Context: an optimization exercise on an open-source flow, tuned for small area. The choices shown serve that exercise and are no tape-out recipe.
In this exercise RTL edits were held to simulation tests only and were not proved equivalent to the original.
No activity file was given, so power comes from the tool's default toggle rates.

== main ==
Design vga_colorbar, start of the top module:
module vga_colorbar(
input wire sys_clk ,
input wire sys_rst_n ,
output wire hsync ,
output wire vsync ,
output wire [15:0] rgb
);
 wire vga_en;
 wire [6:0] col;
 wire [2:0] slot;
 wire [9:0] v;
 wire draw;
 pll pll_inst (.sys_clk(sys_clk), .sys_rst_n(sys_rst_n), .vga_en(vga_en));
 vga_ctrl vga_ctrl_inst (
 .vga_clk(sys_clk), .vga_en(vga_en), .sys_rst_n(sys_rst_n),
 .col(col), .slot(slot), .v_counter(v), .hsync(hsync), .vsync(vsync));
 vga_pic vga_pic_inst (.col(col), .slot(slot), .v(v), .draw(draw));
 assign rgb = {16{draw}};
endmodule
For scale: about 250 cells after synthesis, ~21 flip-flops, about 20 I/O pins, about 1700 sq um of cells after synthesis.
export LEC_CHECK = 0
export CAP_MARGIN = 20
export CORE_MARGIN = 2
export CORE_UTILIZATION = 65
export CTS_BUF_LIST = sky130_fd_sc_hd__clkbuf_8
export PLACE_DENSITY = 0.8
export SLEW_MARGIN = 20
create_clock -name core_clock -period 20.0 [get_ports {sys_clk}]
standard.sh (not shown) runs the stock make flow with config.mk's settings and CLKGATE_MAP_FILE= SYNTH_SCRIPT=/design/flow/synth_recipe.tcl, a recipe that flattens the netlist after the stock synthesis.
==> flow/flow/run.sh <==
#!/bin/bash
# Own layout flow: the standard flow (standard.sh) with these changes:
#  - synthesis: the final ABC mapping runs flow/map.abc (deepsyn, then area mapping) with
#    several random seeds and keeps the smallest result, through the abc override in
#    flow/my_synth.tcl, instead of ORFS's speed script;
#  - synthesis: Yosys's adder extraction (ADDER_MAP_FILE) is skipped so ABC optimises that
#    logic too;
#  - placement: the port buffers (one per input and output port, as in the standard flow)
#    use buf_1.
# Registers, their names and cell types are the standard synthesis's.
set -euo pipefail
W=$(pwd)
export MY_ABC_SCRIPT=$W/flow/map.abc
export MY_ABC_SEEDS="1 2 3 4 5 6"
export FLOW_SYNTH_TCL=$W/synth_recipe.tcl
bash standard.sh SYNTH_SCRIPT=$W/flow/my_synth.tcl ADDER_MAP_FILE= \
  "BUFFER_PORTS_ARGS=-buffer_cell sky130_fd_sc_hd__buf_1" finish > $W/flow_make.log 2>&1
==> flow/flow/map.abc <==
strash
&get -n
&deepsyn -T 30 -S @SEED@
&put
dch
amap
topo
stime -c
==> flow/flow/my_synth.tcl <==
# Standard synthesis (synth_recipe.tcl) with only the final ABC mapping replaced: ORFS calls abc
# with its speed script and -D set from the SDC; this runs flow/map.abc (deepsyn, then area
# mapping) with -D 20000 (ps) and the same liberty, dont_use and constraint arguments, once per
# seed in MY_ABC_SEEDS, and keeps the result with the smallest cell area.
proc abc {args} {
  set a [list]
  set skip 0
  foreach x $args {
    if {$skip} { set skip 0; continue }
    if {$x eq "-script" || $x eq "-D"} { set skip 1; continue }
    lappend a $x
  }
  set libs [list]
  foreach lib $::env(LIB_FILES) { lappend libs -liberty $lib }
  set template [read [open $::env(MY_ABC_SCRIPT)]]
  yosys design -save pre_abc
  set best ""
  set best_area 0
  foreach seed $::env(MY_ABC_SEEDS) {
    yosys design -load pre_abc
    set f $::env(OBJECTS_DIR)/map_$seed.abc
    set fh [open $f w]
    puts $fh [string map [list @SEED@ $seed] $template]
    close $fh
    yosys abc -script $f -D 20000 {*}$a
    set st [tee -q -s result.string stat {*}$libs]
    regexp {Chip area for module[^:]*:\s*([0-9.]+)} $st -> area
    puts "abc seed $seed: area $area"
    if {$best eq "" || $area < $best_area} {
      set best $seed
      set best_area $area
      yosys design -save abc_best
    }
  }
  puts "abc: keeping seed $best, area $best_area"
  yosys design -load abc_best
}
source $::env(FLOW_SYNTH_TCL)
## Diff of input files: the feature branch against main
- CTS_BUF_LIST: sky130_fd_sc_hd__clkbuf_8 -> sky130_fd_sc_hd__clkbuf_4
## What came out
The feature branch finished end to end and its layout was clean on timing, DRC and antenna.
Logic gate share of total power across main and the feature branch: no real change.
Number of levels the H-tree was split into came out exactly the same in main and the feature branch.
Multi-input combinational area share is lower on main
Diff main and the feature branch: peak per-stage delay on the critical path higher in the feature branch
Of the feature branch and main, it is the feature branch that has the lower fmax.

==> what the ideal ports hide <==
The flow's constraints put no driver on any port. The routed layouts listed below were extracted and timed again, unchanged, in two steps.
Step 1, drivers: a clkbuf_16 drives sys_clk and a buf_2 each remaining input, both assumed.
Step 2 times the ports against the registers' clock, not the clock port: input delays grow and output delays shrink by t, the midpoint of the rising clock arrivals with the driver on.
Three values: ideal, step 1, step 2; two values: the first two.
run | t (ns) | setup slack, ns | worst hold slack (ns) | worst setup path at the end | pins driven straight from the clock port
main | 0.279 | 11.880 / 11.858 / 12.137 | 0.497 / 0.497 / 0.497 | register to output | 1
the feature branch | 0.321 | 11.848 / 11.826 / 12.147 | 0.512 / 0.512 / 0.512 | register to output | 1
After both steps setup and hold are still met in every run listed.
